Context: an optimization exercise on an open-source flow, tuned for small area and a short achievable clock period. The choices shown serve that exercise and are no tape-out recipe. Function was checked by simulation only, so behaviour that the tests miss may differ from the original. Power figures rest on the tool's default switching activity, not on a simulated workload.

== v33 ==
## multiply_accumulate
module multiply_accumulate(
  clk,
  aresetn,
  reset,
  data,
  multi,
  result,
  overflow
);
For scale: ~1800 cells after synthesis, ~630 flip-flops, ~68 I/O pins.
export LEC_CHECK = 0
export CAP_MARGIN = 20
export CORE_MARGIN = 2
export CORE_UTILIZATION = 65
export CTS_BUF_LIST = sky130_fd_sc_hd__clkbuf_8 sky130_fd_sc_hd__clkbuf_16
export CTS_CLUSTER_DIAMETER = 50
export CTS_CLUSTER_SIZE = 20
export SETUP_SLACK_MARGIN = 2.0
export SLEW_MARGIN = 20
create_clock -name core_clock -period 4.5 [get_ports {clk}]
run.sh (not shown) runs the stock make flow with config.mk's settings and CLKGATE_MAP_FILE= SYNTH_SCRIPT=/design/flow/synth_recipe.tcl, a recipe that flattens the netlist after the stock synthesis.
[inputs] v14 vs v33
Settings: SETUP_SLACK_MARGIN now 2.2, was 2.0; CTS_CLUSTER_DIAMETER now 60, was 50; TNS_END_PERCENT now 0, previously not set; CTS_BUF_LIST now sky130_fd_sc_hd__clkbuf_8, was sky130_fd_sc_hd__clkbuf_8 sky130_fd_sc_hd__clkbuf_16; CTS_CLUSTER_SIZE now 15, was 20.
==> flow/flow/run.sh (new file) <==
#!/bin/bash
bash standard.sh MATCH_CELL_FOOTPRINT=0 "BUFFER_PORTS_ARGS=-buffer_cell sky130_fd_sc_hd__buf_1" finish > standard.log 2>&1
==> flow/standard.sh (new file) <==
#!/bin/bash
# synth_recipe.tcl (not shown) runs the flow's synth.tcl, then flattens the netlist and writes it again
# the make line also repeats each setting of config.mk as NAME=value (left out here)
make -C /OpenROAD-flow-scripts/flow DESIGN_CONFIG=/design/flow/config.mk WORK_HOME=/design/flow/orfs CLKGATE_MAP_FILE= SYNTH_SCRIPT=/design/flow/synth_recipe.tcl "${@:-finish}"
removed: flow/run.sh
The run showing the smaller setup slack after placement is v14. Non-clock buffer count (higher): v33. v14 did not stop at any stage, and its layout met the timing, DRC and antenna checks. Compared v14 vs v33, and final total power is down in v14. | total area of sequential cells | v33 vs v14 | ≈ equal |. Comparing the two runs side by side, v14 comes out ahead of v33 on post-detailed-routing wire length. Share of the final layout cell area in sequential cells: v14 vs v33 up 4.3 points.
[inputs] v54 vs v14
==> flow/run.sh (new file) <==
#!/bin/bash
# synth_recipe.tcl (not shown) runs the flow's synth.tcl, then flattens the netlist and writes it again
# the make line also repeats each setting of config.mk as NAME=value (left out here)
make -C /OpenROAD-flow-scripts/flow DESIGN_CONFIG=/design/flow/config.mk WORK_HOME=/design/flow/orfs CLKGATE_MAP_FILE= SYNTH_SCRIPT=/design/flow/synth_recipe.tcl finish
removed: flow/flow/run.sh
removed: flow/standard.sh
Results
- Comparing v54 with v14, the met2 demand-to-capacity share in global routing came out essentially unchanged.
- v54: core utilization 0.21 points above v14
- v54 vs. v14: final critical-path setup slack went up by 0.034 ns.
- Of v54 and v14, the lower count of placed standard cells in the final layout, fillers left out belongs to v54.
- Looking at critical path capture point, the pd[0][21]$_DFF_P_ result is from v14; the pd[0][30]$_DFF_P_ one comes from v54.
- In the tables for v54 and v14, worst hold slack reads higher with v14.
Here is what was changed in the inputs of v9 compared with v54.
Settings: swapping 15 for 20 in CTS_CLUSTER_SIZE; swapping 60 for 40 in CTS_CLUSTER_DIAMETER.
==> flow/flow/run.sh (new file) <==
#!/bin/bash
export BUFFER_PORTS_ARGS="-buffer_cell sky130_fd_sc_hd__buf_1"
bash standard.sh > standard.log 2>&1
==> flow/standard.sh (new file) <==
#!/bin/bash
# synth_recipe.tcl (not shown) runs the flow's synth.tcl, then flattens the netlist and writes it again
# the make line also repeats each setting of config.mk as NAME=value (left out here)
make -C /OpenROAD-flow-scripts/flow DESIGN_CONFIG=/design/flow/config.mk WORK_HOME=/design/flow/orfs CLKGATE_MAP_FILE= SYNTH_SCRIPT=/design/flow/synth_recipe.tcl "${@:-finish}"
removed: flow/run.sh
## What came out
In summary, v9 completed successfully, with a layout that passed the timing, DRC and antenna checks. When v9 is set beside v54, its switching power as a share of total power turns out to be 1.3 points larger. On wire length, v54 beats v9. On number of cells in the design after placement, v54 and v9 are basically level.

re-timing with driven ports:
The results above use ideal ports. As a check the final layouts listed here were re-extracted and re-timed, cells and wires unchanged.
Step 1: set_driving_cell puts a clkbuf_16 on clk and a buf_2 on each other input, an assumption about the parent block.
Step 2 times the ports against the registers' clock, not the clock port: input delays grow and output delays shrink by t, the midpoint of the rising clock arrivals with the driver on.
a / b / c = ideal ports / drivers / drivers and shift; a / b = the first two.
run | t (ns) | setup slack, ns | worst hold slack (ns) | worst slew at a driven data input, ns | pins driven straight from the clock port
v33 | 0.639 | 1.849 / 1.849 / 1.669 | 0.308 / 0.308 / 0.308 | 0.04 | 1
v14 | 0.655 | 1.813 / 1.813 / 1.813 | 0.322 / 0.308 / 0.322 | 0.04 | 1
v54 | 0.679 | 1.846 / 1.833 / 1.709 | 0.315 / 0.288 / 0.320 | 0.05 | 1
v9 | 0.704 | 1.835 / 1.835 / 1.835 | 0.230 / 0.202 / 0.311 | 0.03 | 1
After both steps every run listed still meets setup and hold. The setup slack of v33, which loses most, moves by 0.000 ns with the drivers and by -0.180 ns with both steps.
